From an optimization exercise on the open Yosys and OpenROAD flow, aimed at small area, a short achievable clock period and few clock cycles; shortcuts taken in it are not production practice.
In this exercise RTL edits were held to simulation tests only and were not proved equivalent to the original.
Power and IR drop assume default switching activity.

==> build 28: inputs <==
==> flow/design.v (excerpt) <==
module cpu_hazard(input wire clk,
           input wire rst,
           input wire enable,
           input wire start,
           output wire d_we,
           output wire [7:0] i_addr,
           output wire [7:0] d_addr,
           input  wire [15:0] i_datain,
           input  wire [15:0] d_datain,
           output wire [15:0] d_dataout,
           output wire busy
    );
==> flow/config.mk <==
export PLATFORM = sky130hd
export DESIGN_NAME = cpu_hazard
export DESIGN_NICKNAME = cpu_hazard
export VERILOG_FILES = /design/flow/design.v
export SDC_FILE = /design/flow/constraint.sdc
export NUM_CORES = 4
export LEC_CHECK = 0
export CAP_MARGIN = 5
export CORE_MARGIN = 2
export CORE_UTILIZATION = 40
export SETUP_SLACK_MARGIN = 2.5
export SLEW_MARGIN = 5
==> flow/constraint.sdc <==
create_clock -name core_clock -period 6.0 [get_ports {clk}]
set_input_delay 1.2000 -clock core_clock [delete_from_list [all_inputs] [get_ports {clk}]]
set_output_delay 1.2000 -clock core_clock [all_outputs]
set_load 0.01 [all_outputs]
standard.sh (not shown) runs the stock make flow with config.mk's settings and CLKGATE_MAP_FILE= SYNTH_SCRIPT=/design/flow/synth_recipe.tcl, a recipe that flattens the netlist after the stock synthesis.
==> flow/flow/run.sh <==
#!/bin/bash
# Layout flow: the standard ORFS flow (standard synthesis, floorplan, power grid,
# placement, CTS, routing) with two changes to how the resizer works:
#  - ports are buffered with a plain buffer (buf_4) instead of the delay cell the
#    platform picks by default;
#  - the resizer may change a cell to any equivalent cell, not only one with the
#    same footprint (MATCH_CELL_FOOTPRINT=0).
# ORFS writes each step's full log under orfs/logs; make's own output goes to flow.log.
set -euo pipefail
bash standard.sh MATCH_CELL_FOOTPRINT=0 "BUFFER_PORTS_ARGS=-buffer_cell sky130_fd_sc_hd__buf_4" finish > flow.log 2>&1
==> trial 11: changes against build 28 <==
--- a/flow/design.v
+++ b/flow/design.v
@@ -47,15 +47,17 @@
     reg [7:0] pc;
     reg [15:0] gr [0:7];       
     reg [7:0]  vld;            
     reg zf, nf, cf;
     reg [15:0] ex_a;           
     reg [15:0] ex_b;           
     reg [3:0]  ex_sh;          
-    reg [7:0]  ex_wsel;        
+    reg [7:0]  ex_addr;        
+    reg [2:0]  ex_rd;          
+    reg        ex_wr;          
     reg        ex_load;
     reg        ex_store;
     reg        ex_flags;       
     reg        ex_sub;         
     reg        ex_cin;         
     reg        ex_sra;         
     reg        ex_s_add, ex_s_and, ex_s_or, ex_s_xor, ex_s_shr, ex_s_shl;
@@ -80,20 +82,19 @@
         end
     end
     wire [16:0] carry = {kg | (kt & {16{cin}}), cin};
     wire [15:0] sum = ap ^ carry[15:0];
     wire alu_cf = ex_sub ? ~carry[16] : carry[16];
     wire alu_zf = (ap == {ao[14:0], cin});
     wire alu_nf = sum[15];
-    wire [15:0] sh_in = ex_s_shl ? rev16(ex_a) : ex_a;
-    wire [31:0] shr = {{16{ex_sra & ex_a[15]}}, sh_in} >> ex_sh;
+    wire [31:0] shr = {{16{ex_sra & ex_a[15]}}, ex_a} >> ex_sh;
     wire [15:0] wd = ({16{ex_s_add}} & sum) | ({16{ex_s_and}} & ag) | ({16{ex_s_or}} & ao)
                    | ({16{ex_s_xor}} & ap) | ({16{ex_s_shr}} & shr[15:0])
                    | ({16{ex_s_shl}} & rev16(shr[15:0])) | ({16{ex_load}} & d_datain);
-    assign d_addr = add8(ex_a[7:0], {4'b0, ex_sh});
+    assign d_addr = ex_addr;
     assign d_dataout = ex_b;
     assign d_we = ex_store;
     wire zf_n = ex_flags ? alu_zf : zf;
     wire nf_n = ex_flags ? alu_nf : nf;
     wire cf_n = ex_flags ? alu_cf : cf;
     always @(posedge clk or negedge rst)
     begin
@@ -106,25 +107,23 @@
       else
       begin
         zf <= zf_n;
         nf <= nf_n;
         cf <= cf_n;
       end
     end
-    integer k;
     always @(posedge clk)
     begin
-      for (k = 0; k < 8; k = k + 1)
-        if (ex_wsel[k])
-          gr[k] <= wd;
+      if (ex_wr)
+        gr[ex_rd] <= wd;
     end
     always @(posedge clk or negedge rst)
     begin
       if (!rst) vld <= 8'b0;
-      else vld <= vld | ex_wsel;
+      else if (ex_wr) vld[ex_rd] <= 1'b1;
     end
     wire [4:0] op = i_datain[15:11];
     wire [2:0] rd = i_datain[10:8];
     wire [2:0] r1 = i_datain[6:4];
     wire [2:0] r2 = i_datain[2:0];
     wire [7:0] imm8 = i_datain[7:0];
     wire [3:0] imm4 = i_datain[3:0];
@@ -145,46 +144,32 @@
     wire op_jump  = (op == 5'b11000);
     wire op_br    = (op[4:3] == 2'b11) && !op_jump;   
     wire op_arith = (op == 5'b01000) || (op == 5'b01001) || (op == 5'b01010) || (op == 5'b01011) || (op == 5'b01100)
                  || (op == 5'b10000) || (op == 5'b10001) || (op == 5'b10010);
     wire wr_reg   = op_load || op_shl || op_srl || op_sra || op_and || op_or || op_xor
                  || (op_arith && op != 5'b01100);
     wire a_is_rd  = op_imm || op_ldih;
-    wire [7:0] o_rd = 8'd1 << rd;
-    wire [7:0] o_r1 = 8'd1 << r1;
-    wire [7:0] o_r2 = 8'd1 << r2;
-    wire [7:0] s_a = a_is_rd ? o_rd : o_r1;
+    wire [15:0] g_rd = gr[rd] & {16{vld[rd]}};
+    wire [15:0] g_r1 = gr[r1] & {16{vld[r1]}};
+    wire [15:0] g_r2 = gr[r2] & {16{vld[r2]}};
+    wire f_rd = ex_wr && (ex_rd == rd);
+    wire f_r1 = ex_wr && (ex_rd == r1);
+    wire f_r2 = ex_wr && (ex_rd == r2);
+    wire [15:0] v_r1 = f_r1 ? wd : g_r1;
+    wire a_fwd = a_is_rd ? f_rd : f_r1;
+    wire [15:0] a_reg = a_is_rd ? g_rd : op_shl ? rev16(g_r1) : g_r1;
+    wire [15:0] a_wd = op_shl ? rev16(wd) : wd;
+    wire [15:0] a_next = a_fwd ? a_wd : a_reg;
     wire b_imm = op_ldih || op_imm;
-    wire [7:0] s_b = b_imm ? 8'b0 : op_store ? o_rd : o_r2;
-    wire [7:0] e_a = s_a & vld;
-    wire [7:0] e_b = s_b & vld;
-    wire [7:0] e_t = o_rd & vld;
-    reg [15:0] g_a, g_b;
-    reg [7:0] g_t;
-    integer m;
-    always @(*)
-    begin
-      g_a = 16'b0;
-      g_b = 16'b0;
-      g_t = 8'b0;
-      for (m = 0; m < 8; m = m + 1)
-      begin
-        g_a = g_a | (gr[m] & {16{e_a[m]}});
-        g_b = g_b | (gr[m] & {16{e_b[m]}});
-        g_t = g_t | (gr[m][7:0] & {8{e_t[m]}});
-      end
-    end
-    wire a_fwd = |(s_a & ex_wsel);
-    wire [15:0] a_next = a_fwd ? wd : g_a;
-    wire b_fwd = |(s_b & ex_wsel);
-    wire [15:0] b_reg = {16{op_sub}} ^ (g_b | ({16{op_ldih}} & {imm8, 8'b0}) | ({16{op_imm}} & {8'b0, imm8}));
+    wire b_fwd = !b_imm && (op_store ? f_rd : f_r2);
+    wire [15:0] b_reg = {16{op_sub}} ^ (op_ldih ? {imm8, 8'b0} : op_imm ? {8'b0, imm8} : op_store ? g_rd : g_r2);
     wire [15:0] b_wd = {16{op_sub}} ^ wd;
     wire [15:0] b_next = b_fwd ? b_wd : b_reg;
-    wire br_stall = op_br && |(o_rd & ex_wsel);
-    wire [7:0] target = add8(g_t, imm8);
+    wire br_stall = op_br && ex_wr && (ex_rd == rd);
+    wire [7:0] target = add8(g_rd[7:0], imm8);
     wire taken = (op == 5'b11001) || ((op == 5'b11010) && zf_n) || ((op == 5'b11011) && !zf_n)
               || ((op == 5'b11100) && nf_n) || ((op == 5'b11101) && !nf_n)
               || ((op == 5'b11110) && cf_n) || ((op == 5'b11111) && !cf_n);
     wire go = ex && !br_stall;      
     always @(posedge clk or negedge rst)
     begin
       if (!rst) state <= 1'b0;
@@ -198,36 +183,38 @@
       if (!rst) pc <= 8'b0;
       else pc <= take ? target : pc_seq;
     end
     always @(posedge clk or negedge rst)
     begin
       if (!rst)
       begin
-        ex_wsel <= 8'b0;
+        ex_wr <= 1'b0;
         ex_load <= 1'b0;
         ex_store <= 1'b0;
         ex_flags <= 1'b0;
       end
       else
       begin
-        ex_wsel <= (go && wr_reg) ? o_rd : 8'b0;
+        ex_wr <= go && wr_reg;
         ex_load <= go && op_load;
         ex_store <= go && op_store;
         ex_flags <= go && op_arith;
       end
     end
     always @(posedge clk)
     begin
+      ex_rd <= rd;
       ex_sub <= op_sub;
       ex_cin <= op_sub ? ~(op_subc & cf_n) : (op_addc & cf_n);
       ex_sra <= op_sra;
       ex_s_add <= op_arith;
       ex_s_and <= op_and;
       ex_s_or <= op_or;
       ex_s_xor <= op_xor;
       ex_s_shr <= op_srl || op_sra;
       ex_s_shl <= op_shl;
       ex_sh <= imm4;
+      ex_addr <= add8(v_r1[7:0], {4'b0, imm4});
       ex_a <= a_next;
       ex_b <= b_next;
     end
 endmodule
==> flow/run.sh (new file) <==
#!/bin/bash
# synth_recipe.tcl (not shown) runs the flow's synth.tcl, then flattens the netlist and writes it again
# the make line also repeats each setting of config.mk as NAME=value (left out here)
make -C /OpenROAD-flow-scripts/flow DESIGN_CONFIG=/design/flow/config.mk WORK_HOME=/design/flow/orfs CLKGATE_MAP_FILE= SYNTH_SCRIPT=/design/flow/synth_recipe.tcl finish
ABC_AREA = 1   (was not set)
CAP_MARGIN = 20   (was 5)
SLEW_MARGIN = 20   (was 5)
removed: flow/flow/run.sh
removed: flow/standard.sh
==> qor summary <==
| metric | build 28 | trial 11 |
|---|---|---|
| Share of power burned in registers | 0.407 | 0.385 |
| Aggregate global-route resource usage | 0.264 | 0.290 |
| Synth-to-Final Area Change | 17.2% | 13.5% |
| Clock share of power | 0.308 | 0.325 |
| Total length of routed met2 wires | 20000 um | 26900 um |
| Capture point of the worst reg-to-reg path | ex_a[4] | ex_addr[7] |
| Pre-CTS setup slack | 1590 ps | 1550 ps |
| Count of plain and timing-repair buffers | 121 | 120 |
| Setup Fix Bufs, Post-CTS | 4 | 6 |
| Seq group | 1.80 mW | 1.75 mW |
| Reported net switching power | 1.44 mW | 1.59 mW |
| Sequential fraction of the synthesis area | 0.430 | 0.364 |
| Violation count after the first detailed-routing iteration | 1654 | 1668 |
| Yosys reg bits | 204 | 208 |
| Maximum net fanout on the critical path | 4 | 71 |
| Combinational logic power | 1.26 mW | 1.32 mW |
| Critical Path RT | 4800 ps | 6460 ps |
| Switching share of power | 0.327 | 0.350 |
| Core Area | 0.0316 sq mm | 0.0377 sq mm |
| Post-synthesis simple-gate area fraction | 0.127 | 0.223 |
| Status | timing/DRC/antenna clean | timing/DRC/antenna clean |
| Data buffer area share | 0.0624 | 0.0661 |
| Data arrival at the endpoint of the critical path | 2370 ps | 3840 ps |
Testbench counts of build 28, summed over its fixed seeds: cycles 82,400.
Testbench counts of trial 11, summed over its fixed seeds: cycles 82,400.

## afterwards: timing with drivers on the ports
How much do the figures lean on ideal ports? The routed layouts below were timed once more, with nothing changed but the port constraints.
Step 1, drivers: a clkbuf_16 drives clk and a buf_2 each remaining input, both assumed.
Step 2 adds t to the input delays and takes it off the output delays; t is the mean of the earliest and latest rising clock arrival at the registers after step 1. Input paths then give back, and output paths get back, about the clock's delay inside the block.
Slacks: ideal / step 1 / step 2; pairs: ideal / step 1.
run	t, ns	slack for setup (ns)	worst setup path at the end	pins driven straight from the clock port
build 28	0.562	2.434 / 2.386 / 2.053	input to register	1
trial 11	0.599	2.622 / 2.651 / 2.052	input to register	1
After both steps every run listed still meets setup and hold. For trial 11, which loses most, drivers alone change the setup slack by +0.029 ns; drivers and shift together by -0.570 ns.
